From an optimization exercise on the open Yosys and OpenROAD flow, aimed at small area, a short achievable clock period and few clock cycles; shortcuts taken in it are not production practice.
RTL that was checked went through simulation tests only; none was proved equivalent to the original.
The RTL of run 2 was laid out without a check of its function.

==> flow/design.v (outline; a module is shown in full before it is edited, if it fits) <==
// module PE: 2951 lines
module PE (
	input clk,
	input rst,
	input PE_en,
	input [13-1:0] i_config,
	input [32-1:0] ifmap,
	input [32-1:0] filter,
	input [32-1:0] ipsum,
	input ifmap_valid,
	input filter_valid,
	input ipsum_valid,
	input opsum_ready,
	output reg [32-1:0] opsum,
	output reg ifmap_ready,
	output reg filter_ready,
	output reg ipsum_ready,
	output reg opsum_valid
);
  // ...
==> flow/flow/run.sh <==
#!/bin/bash
# Layout flow: the standard synthesis, then a netlist pass (fapol.py) that
# re-polarises full adders to drop the inverters synthesis leaves between them,
# then the standard ORFS layout with repair_timing asked for extra setup margin.
set -euo pipefail
RES=$PWD/orfs/results/sky130hd/PE/base
LIB=$FLOW_HOME/platforms/sky130hd/lib/sky130_fd_sc_hd__tt_025C_1v80.lib
bash standard.sh synth > synth.log 2>&1
cp $RES/1_2_yosys.v $RES/1_2_yosys.orig.v
python3 flow/fapol.py $LIB $RES/1_2_yosys.orig.v $RES/1_2_yosys.v > fapol.log 2>&1
rm -f $RES/1_synth.odb
bash standard.sh SETUP_SLACK_MARGIN=8.4 TNS_END_PERCENT=100 'BUFFER_PORTS_ARGS=-buffer_cell sky130_fd_sc_hd__buf_2' finish > standard.log 2>&1
==> flow/flow/fapol.py <==
#!/usr/bin/env python3
"""Re-polarise full adders (and simple gates) in a mapped sky130hd netlist.

A full adder is self-dual: FA(~a, ~b, ~c) = (~cout, ~sum).  Yosys' extract_fa
leaves inverters between chained fa cells.  This pass chooses, for every fa
cell, whether it computes the true or the complemented function, and for some
simple gates whether to use the cell or its complement (nand2 <-> and2, ...),
so that as few inverters as possible are needed.  It then removes every
inverter and adds back one inverter per signal whose complement is still
read.  Flip-flops, ports and all other cells keep their function and names.

usage: fapol.py LIBERTY IN.v OUT.v [report]
"""
import re, sys, random, math
from collections import defaultdict, Counter

lib, fin, fout = sys.argv[1:4]
rng = random.Random(1)

# ---- liberty: pin directions and areas
txt = open(lib).read()
pindir, AREA = {}, {}
for chunk in re.split(r'\n\s*cell\s*\(', txt)[1:]:
    nm = re.match(r'\s*"?(\w+)"?', chunk).group(1)
    am = re.search(r'area\s*:\s*([\d.]+)', chunk)
    if am:
        AREA[nm] = float(am.group(1))
    d = {}
    for pm in re.finditer(r'\bpin\s*\(\s*"?(\w+)"?\s*\)\s*\{[^{}]*?direction\s*:\s*"?(\w+)"?', chunk, re.S):
        d[pm.group(1)] = pm.group(2)
    pindir[nm] = d
INV = AREA["sky130_fd_sc_hd__inv_1"]

# ---- netlist
src = open(fin).read()
inst_re = re.compile(r'^  (sky130_fd_sc_hd__\w+)\s+(\\\S+ |\S+)\s*\((.*?)\);\n', re.M | re.S)
pin_re = re.compile(r'\.(\w+)\(\s*(\\\S+ |[^()]*?)\s*\)')
insts = []
for m in inst_re.finditer(src):
    pins = [(p, n.strip()) for p, n in pin_re.findall(m.group(3))]
    insts.append(dict(typ=m.group(1), name=m.group(2), pins=pins, span=m.span()))
if re.search(r'^\s*assign\s', src, re.M):
    sys.exit("fapol: netlist has assign statements; not handled")
outports = set()
for m in re.finditer(r'^\s*output\s+(\[(\d+):(\d+)\]\s+)?(\w+);', src, re.M):
    if m.group(1):
        hi, lo = int(m.group(2)), int(m.group(3))
        for b in range(min(hi, lo), max(hi, lo) + 1):
            outports.add(f"{m.group(4)}[{b}]")
    else:
        outports.add(m.group(4))

def is_inv(t): return re.fullmatch(r'sky130_fd_sc_hd__(inv|clkinv)_\d+', t) is not None
def is_fa(t): return re.fullmatch(r'sky130_fd_sc_hd__fa_\d+', t) is not None

driver = {}
for i, ins in enumerate(insts):
    for p, n in ins['pins']:
        if pindir[ins['typ']].get(p) == 'output' and n:
            driver[n] = (i, p)

def root(n):
    par = 0
    for _ in range(1000):
        if n in driver and is_inv(insts[driver[n][0]]['typ']):
            n = dict(insts[driver[n][0]]['pins'])['A']
            par ^= 1
        else:
            return n, par
    sys.exit("fapol: inverter loop")

cons = defaultdict(list)          # root -> [(inst or None, pin/port, parity)]
for i, ins in enumerate(insts):
    if is_inv(ins['typ']):
        continue
    for p, n in ins['pins']:
        if pindir[ins['typ']].get(p) == 'input' and n and not n.startswith("1'"):
            r, par = root(n)
            cons[r].append((i, p, par))
for n in outports:
    r, par = root(n)
    cons[r].append((None, n, par))

fas = [i for i, ins in enumerate(insts) if is_fa(ins['typ'])]
s = {i: 0 for i in fas}
fa_of_root = {}
for i in fas:
    for p, n in insts[i]['pins']:
        if p in ('SUM', 'COUT'):
            fa_of_root[n] = i
fa_inroots = defaultdict(set)
for r, lst in cons.items():
    for ci, p, par in lst:
        if ci is not None and ci in s:
            fa_inroots[ci].add(r)

COMP = {}
for a, b in [("nand2_1", "and2_1"), ("nor2_1", "or2_1"), ("xor2_1", "xnor2_1"),
             ("nand3_1", "and3_1"), ("nor3_1", "or3_1"), ("a21oi_1", "a21o_1"),
             ("o21ai_0", "o21a_1"), ("a22oi_1", "a22o_1"), ("o22ai_1", "o22a_1"),
             ("mux2i_1", "mux2_1"), ("a211oi_1", "a211o_1"), ("o211ai_1", "o211a_1"),
             ("nand4_1", "and4_1"), ("nor4_1", "or4_1"), ("a31oi_1", "a31o_1"),
             ("o31ai_1", "o31a_1")]:
    COMP["sky130_fd_sc_hd__" + a] = "sky130_fd_sc_hd__" + b
    COMP["sky130_fd_sc_hd__" + b] = "sky130_fd_sc_hd__" + a
gates = {}
for i, ins in enumerate(insts):
    if ins['typ'] in COMP:
        outs = [n for p, n in ins['pins'] if pindir[ins['typ']].get(p) == 'output']
        if len(outs) == 1 and outs[0] in cons:
            gates[i] = outs[0]
g_of_root = {n: i for i, n in gates.items()}
gs = {i: 0 for i in gates}

def pol(r):
    if r in fa_of_root: return s[fa_of_root[r]]
    if r in g_of_root: return gs[g_of_root[r]]
    return 0
def need_inv(r):
    pi = pol(r)
    for ci, p, par in cons[r]:
        if par ^ (s[ci] if (ci is not None and ci in s) else 0) != pi:
            return 1
    return 0
def affected(i):
    rs = set(fa_inroots[i])
    for p, n in insts[i]['pins']:
        if p in ('SUM', 'COUT') and n in cons:
            rs.add(n)
    return rs
def gdelta(i):
    t0 = insts[i]['typ']
    return AREA[COMP[t0]] - AREA[t0]

ninv_old = sum(1 for ins in insts if is_inv(ins['typ']))
before = sum(need_inv(r) for r in cons)

# ---- simulated annealing over fa polarities and gate types
moves = [("f", i) for i in fas] + [("g", i) for i in gates]
cur = before * INV
best_cost, best = cur, (dict(s), dict(gs))
T0, T1, N = 4.0, 0.02, 400000
for step in range(N):
    T = T0 * (T1 / T0) ** (step / N)
    kind, i = moves[rng.randrange(len(moves))]
    if kind == "f":
        rs = affected(i)
        c0 = sum(need_inv(r) for r in rs) * INV
        s[i] ^= 1
        d = sum(need_inv(r) for r in rs) * INV - c0
        if d <= 0 or rng.random() < math.exp(-d / T):
            cur += d
        else:
            s[i] ^= 1
    else:
        r = gates[i]
        c0 = need_inv(r) * INV
        gs[i] ^= 1
        d = need_inv(r) * INV + (gdelta(i) if gs[i] else -gdelta(i)) - c0
        if d <= 0 or rng.random() < math.exp(-d / T):
            cur += d
        else:
            gs[i] ^= 1
    if cur < best_cost - 1e-9:
        best_cost, best = cur, (dict(s), dict(gs))
s, gs = best
for i in gates:
    if gs[i]:
        old_t = insts[i]['typ']; new_t = COMP[old_t]
        oo = [p for p, dd in pindir[old_t].items() if dd == 'output']
        no = [p for p, dd in pindir[new_t].items() if dd == 'output']
        assert len(oo) == 1 and len(no) == 1
        insts[i]['pins'] = [((no[0] if p == oo[0] else p), n) for p, n in insts[i]['pins']]
        assert set(p for p, n in insts[i]['pins']) <= set(pindir[new_t]), (old_t, new_t)
        insts[i]['typ'] = new_t
after = sum(need_inv(r) for r in cons)

# ---- rebuild
def fmt(n):
    return n.rstrip() + ' ' if n.startswith('\\') else n
newinv, newwires = {}, []
def phys(r, want):
    if want == pol(r):
        return r
    if r not in newinv:
        k = len(newinv)
        newinv[r] = f"fapol_n{k}"
        newwires.append((f"fapol_inv{k}", r, f"fapol_n{k}"))
    return newinv[r]
newpins = {}
for r, lst in cons.items():
    for ci, p, par in lst:
        req = par ^ (s[ci] if (ci is not None and ci in s) else 0)
        newpins[(ci, p)] = phys(r, req)

out, pos = [], 0
for i, ins in enumerate(insts):
    a, b = ins['span']
    out.append(src[pos:a]); pos = b
    if is_inv(ins['typ']):
        continue
    pins = [(p, newpins.get((i, p), n)) for p, n in ins['pins']]
    body = ",\n".join(f"    .{p}({fmt(n)})" for p, n in pins)
    out.append(f"  {ins['typ']} {ins['name']} (\n{body}\n  );\n")
tail = src[pos:]
extra = []
for n in sorted(outports):
    pn = newpins[(None, n)]
    if pn != n:
        extra.append(f"  sky130_fd_sc_hd__buf_1 fapol_obuf{len(extra)} (\n    .A({fmt(pn)}),\n    .X({n})\n  );\n")
decl = "".join(f"  wire {w};\n" for _, _, w in newwires)
invs = "".join(f"  sky130_fd_sc_hd__inv_1 {nm} (\n    .A({fmt(r)}),\n    .Y({w})\n  );\n" for nm, r, w in newwires)
res = "".join(out)
hdr_end = res.index(');\n') + 3
res = res[:hdr_end] + decl + res[hdr_end:]
tail = tail.replace("endmodule", invs + "".join(extra) + "endmodule", 1)
open(fout, "w").write(res + tail)
print(f"fapol: {len(fas)} fa cells, {sum(s.values())} flipped; {sum(gs.values())} gates swapped; "
      f"inverters {ninv_old} -> {len(newwires)}, port buffers {len(extra)}; area change "
      f"{(len(newwires) - ninv_old) * INV + sum(gdelta(i) * 0 for i in gates):.0f} um2 (inverters only)")
if len(sys.argv) > 4:
    c = Counter()
    for nm, r, w in newwires:
        t = (insts[driver[r][0]]['typ'][18:] + "." + driver[r][1]) if r in driver else "port"
        kinds = Counter(insts[ci]['typ'][18:] if ci is not None else 'port' for ci, p, par in cons[r])
        c[(t, tuple(sorted(kinds)))] += 1
    for k, v in c.most_common(15): print(v, k)
==> flow/standard.sh <==
#!/bin/bash
# synth_recipe.tcl (not shown) runs the flow's synth.tcl, then flattens the netlist and writes it again
# the make line also repeats each setting of config.mk as NAME=value (left out here)
make -C /OpenROAD-flow-scripts/flow DESIGN_CONFIG=/design/flow/config.mk WORK_HOME=/design/flow/orfs CLKGATE_MAP_FILE= SYNTH_SCRIPT=/design/flow/synth_recipe.tcl "${@:-finish}"
==> flow/config.mk <==
export PLATFORM = sky130hd
export DESIGN_NAME = PE
export DESIGN_NICKNAME = PE
export VERILOG_FILES = /design/flow/design.v
export SDC_FILE = /design/flow/constraint.sdc
export NUM_CORES = 8
export LEC_CHECK = 0
export CAP_MARGIN = 20
export CORE_MARGIN = 2
export CORE_UTILIZATION = 40
export CTS_CLUSTER_DIAMETER = 60
export CTS_CLUSTER_SIZE = 20
export SLEW_MARGIN = 20
==> flow/constraint.sdc <==
create_clock -name core_clock -period 12.0 [get_ports {clk}]
set_input_delay 2.4000 -clock core_clock [delete_from_list [all_inputs] [get_ports {clk}]]
set_output_delay 2.4000 -clock core_clock [all_outputs]
set_load 0.01 [all_outputs]
==> qor.log, run 1 <==
qor: run_status.outcome complete, no violations
qor: hold_path.worstHoldStart R2[75]
qor: final_layout.clock_area_frac 0.0496
qor: route.drt_iter0_markers 3031
qor: critical_path.crit_path_end_kind flop
qor: floorplanning.tap_cells 1755
qor: sta.maxSlewViolCount 0
qor: hold_path.worstHoldEndpoint R1[75]
qor: critical_path.crit_arrival 4190 ps
qor: route.route.vias.total 31000
qor: clocking.root_buffer clkbuf_16
qor: critical_path.worst_r2r_path_depth 6
qor: critical_path.critical_path_cell_count 6
qor: sta.max_freq 269 MHz
qor: clocking.post_cts_resize_count 60
qor: sta.finalHoldWorstSlack 314 ps
qor: logic_synthesis.synth_area 53000 um2
qor: floorplanning.fp.coreArea 131000 um2
qor: final_layout.sequential_cell_total 991
qor: global_routing.global_route.usage.met1 0.333
qor: logic_synthesis.syn_nets 4567
qor: clocking.number_of_buffers_on_the_longest_clock_path 3
qor: placement.placed_cells_incl_taps 5416
qor: route.detailedRoute.firstPassIterationCount 6
qor: clocking.cts_tree built
qor: critical_path.timing.critical_path.max_delay_family adder cells
qor: global_routing.grt.met3_usage 0.0596
qor: critical_path.worstSetupStartpointType flop
qor: final_layout.area_overhead_vs_synth 12.4%
qor: final_layout.finish.instance_area 59500 um2
qor: critical_path.critical_path_buf_inv_count 0
qor: sta.max-slew-margin-rel 0.357
qor: final_layout.sequential_share_of_cell_area 0.428
qor: critical_path.cp_data_required_time 12470 ps
qor: final_layout.final_common_cell fa_1
qor: route.wl_met3 15400 um
qor: floorplanning.io-pin-count 152
qor: final_layout.drive_above_1_share 0.187
qor: sta.setup_tns_final 0 ps
qor: route.vias_per_cell 5.53
Testbench counts, summed over its fixed seeds: cycles 10,032.
==> run 2: changes to the inputs <==
--- a/flow/design.v
+++ b/flow/design.v
@@ -144,29 +144,29 @@
 always @(posedge clk or posedge rst) begin
 	if (rst) begin
 		np <= 1'b0; ipsum_ready <= 1'b0;
 	end else begin
 		np <= np_next;
 		ipsum_ready <= !np_next | c_go_next;
 	end
 end
+always @(posedge clk) begin
+	if (PE_en && !busy) begin
+		cdw <= i_config[12]; crs <= i_config[11:10]; cst <= i_config[9];
+		cp <= i_config[8:7]; ccol <= i_config[6:2]; cq <= i_config[1:0];
+	end
+	xen <= xen_n; dwl <= dwl_n; lm <= xen_n & {3{dwl_n}};
+end
 always @(posedge clk or posedge rst) begin
 	if (rst) begin
 		busy <= 1'b0;
-		cdw <= 1'b0; crs <= 2'd0; cst <= 1'b0; cp <= 2'd0; ccol <= 5'd0; cq <= 2'd0;
 		ci <= 5'd0; ki <= 2'd0; idone <= 1'b0;
-		xen <= 12'd0; dwl <= 4'd0; lm <= 12'd0;
 	end else begin
-		if (PE_en && !busy) begin
-			busy <= 1'b1;
-			cdw <= i_config[12]; crs <= i_config[11:10]; cst <= i_config[9];
-			cp <= i_config[8:7]; ccol <= i_config[6:2]; cq <= i_config[1:0];
-		end
-		xen <= xen_n; dwl <= dwl_n; lm <= xen_n & {3{dwl_n}};
+		if (PE_en && !busy) busy <= 1'b1;
 		if (job_end) begin
 			busy <= 1'b0; ci <= 5'd0; ki <= 2'd0; idone <= 1'b0;
 		end else if (issue) begin
 			if (last_in_col) begin
 				ki <= 2'd0;
 				if (last_col) idone <= 1'b1; else ci <= ci + 5'd1;
 			end else begin
 				ki <= ki + 2'd1;
==> flow/config.mk (replaced) <==
export PLATFORM = sky130hd
export DESIGN_NAME = PE
export DESIGN_NICKNAME = PE
export VERILOG_FILES = /design/flow/design.v
export SDC_FILE = /design/flow/constraint.sdc
export NUM_CORES = 8
export LEC_CHECK = 0
export CAP_MARGIN = 20
export CORE_MARGIN = 2
export CORE_UTILIZATION = 40
export CTS_CLUSTER_DIAMETER = 80
export CTS_CLUSTER_SIZE = 30
export SLEW_MARGIN = 20
==> qor.log, run 2 <==
qor: global_routing.grt_pass1_wl 227000 um
qor: route.drt.antenna.violating_nets 0
qor: floorplanning.io-pin-count 152 [unchanged]
qor: sta.timing.final.crit_period 3760 ps
qor: floorplanning.die_h 367 um
qor: clocking.number_of_buffers_on_the_longest_clock_path 3 [unchanged]
qor: final_layout.final_common_cell fa_1
qor: logic_synthesis.yosysWarnings 1
qor: clocking.path_clk_slew 120 ps
qor: clocking.cts_tree built
qor: hold_path.worstHoldPathType flop to flop
qor: route.drt_iter0_markers 3198 [+5.5%]
qor: clocking.tritoncts.num_buffers 55
qor: sta.maxSlewViolCount 0 [unchanged]
qor: critical_path.critical_path.reg2reg.endpoint cb_10_0
qor: final_layout.area_overhead_vs_synth 10.9%
qor: sta.setup_viol 0
qor: critical_path.crit_path_end_kind flop
qor: route.detailedRoute.firstPassIterationCount 7 [+1]
qor: sta.setup_tns_final 0 ps [unchanged]
qor: clocking.holdBufCountCts 0
qor: floorplanning.chipWidth 367 um
qor: global_routing.grt_most_used_layer met2
qor: critical_path.timing.critical_path.to filter_ready
qor: placement.preCtsSetupSlack 7390 ps
qor: logic_synthesis.synth_area 52700 um2 [-0.47%]
qor: global_routing.first_global_vias 32000
qor: sta.timing.clock.skew 39.8 ps
qor: global_routing.global_route.usage.met1 0.331 [-0.00176]
qor: route.drt_drc_violations_left 0
qor: logic_synthesis.postSynthCellCount 3585
qor: global_routing.grt_overflow 0
qor: floorplanning.fp.dieArea 135000 um2
qor: route.vias_per_cell 5.49 [-0.72%]
qor: final_layout.layout_common_cells fa_1 (725), and3_1 (545), edfxtp_1 (534)
qor: run_status.outcome complete, no violations
qor: floorplanning.initial_core_util 0.402
qor: sta.min_period_over_period 0.314
qor: logic_synthesis.synth_area_per_cell 14.7 um2
qor: placement.finalWeightedCongestion 0.995
qor: sta.finalHoldViolations 0
qor: sta.finalHoldWorstSlack 302 ps [-12.1 ps]
qor: critical_path.cp_data_required_time 12630 ps [+160 ps]
qor: global_routing.met2_track_demand_over_resource_in_global_routing 0.350
qor: floorplanning.fp.coreArea 131000 um2 [-0.25%]
qor: global_routing.grt.total_usage 0.234
qor: clocking.root_buffer clkbuf_16
qor: route.route.vias.total 30300 [-2.4%]
qor: route.wl_per_cell 28.5 um
qor: clocking.tritoncts_num_sinks 991
qor: placement.io_buffer_count 151
qor: job.timing.max_cap.violations 0
qor: global_routing.grt_antenna_before_repair 15
qor: critical_path.worstSetupStartpointType primary input
qor: clocking.clock_insertion_delay_worst_skew 700 ps
qor: critical_path.crit_arrival 4390 ps [+200 ps]
qor: sta.max-slew-margin-rel 0.310 [-0.0466]
qor: sta.postLayoutSetupSlackWorst 8240 ps
qor: critical_path.worstSetupStartpoint i_config[10]
qor: floorplanning.rows 133
qor: route.drt-total-wl 157000 um
qor: logic_synthesis.syn_nets 4510 [-1.2%]
qor: clocking.cts.htree.levels 2
qor: critical_path.worst-path-max-fanout 3
qor: critical_path.critical_path.reg2reg.startpoint ca_10_8
qor: global_routing.grt.met3_usage 0.0656 [+0.00598]
qor: global_routing.largest_net_degree_at_the_start_of_global_routing 87
qor: placement.hpwl 125000 um
qor: final_layout.nNetsFinal 4641
qor: final_layout.drive_above_1_share 0.172 [-0.0152]
qor: sta.slew_worst_pin 1030 ps
qor: sta.max_freq 266 MHz [-1.4%]
qor: sta.rsz_0062_raised_after_global_routing yes
qor: critical_path.worst_r2r_path_depth 6 [unchanged]
qor: critical_path.setup.worst_path.class primary input to flop
[run 2: changes by cell type in the layout (fill, tap and decap cells not counted), moves of 12 or more]
cell and change:
and3_1 +39, clkbuf_16 -30, nand2_1 -25, mux2_1 +25, and2_1 -18, nor2_1 -12, dfxtp_1 +27, a21oi_1 +14
buf_4 +16, nand3_1 -45, edfxtp_1 +13, mux2_4 -25, dfrtp_1 -37
[run 2: worst max-delay path: stages]
cell	delay [ps]
buf_2	110
mux2i_1	150
xnor2_1	120
nor2_1	200
nand2_2	130
inv_4	100
mux2i_4	240
ha_1	260
xor2_1	160
or3_1	340
a31oi_1	180
[run 2: stage by stage]
step	std cells	util	instance area (um2)
after global routing	5516	0.446	58400
final	5519	0.446	58400
after floorplan	3585	-	52900
after global placement	5357	0.422	55400
after CTS	5500	0.443	58100
after detailed placement	5358	0.423	55400
[run 2: metal layers]
metal,part of all wire,vias up
met1,0.43,15900
li1,-,12800
met2,0.44,1342
met5,0.00041,-
met3,0.10,282
met4,0.032,8
[run 2: area by class of cell]
type	count	area (um2)
multi-input combinational	2361	26800
clock buffer	69	1460
clock inverter	33	656
tap	1755	2200
sequential	991	25400
timing repair buffer	230	1630
antenna	3	7.51
fill	11800	72700
inverter	77	299
[run 2: timing repair]
action / CTS / global route
endpoints found under the hold margin: 0 / 0
gates cloned: 4 / 0
setup endpoints to repair: 355 / 277
resized for setup: 43 / 60
pin swaps: 38 / 34
setup buffers: 36 / 16
[run 2: worst min-delay path by stage]
stage	start	endpoint	cells after the start
after CTS	R2[81]	R1[81]	0
after detailed placement	R2[21]	R1[21]	0
after global routing	R2[81]	R1[81]	0
final	R2[81]	R1[81]	0
after global placement	R3[64]	R2[64]	0
after floorplan	R2[0]	R1[0]	0

==> what the ideal ports hide <==
How much do the figures lean on ideal ports? The routed layouts below were timed once more, with nothing changed but the port constraints.
Step 1 (the two cells are an assumption about what drives the block):
set clk [get_ports {clk}]
set_driving_cell -lib_cell sky130_fd_sc_hd__clkbuf_16 $clk
set_driving_cell -lib_cell sky130_fd_sc_hd__buf_2 [delete_from_list [all_inputs] $clk]
Step 2, shift: input delay + t, output delay - t, t = (earliest + latest rising clock arrival at the registers) / 2. This alone moves slack from input paths to output paths.
Slacks: ideal / step 1 / step 2; pairs: ideal / step 1.
run	t, ns	setup slack, ns	pins driven straight from the clock port
run 1	0.788	8.287 / 8.244 / 7.694	1
run 2	0.748	8.235 / 8.241 / 7.541	1
After both steps setup and hold are still met in every run listed. The setup slack of run 2, which loses most, moves by +0.006 ns with the drivers and by -0.694 ns with both steps.
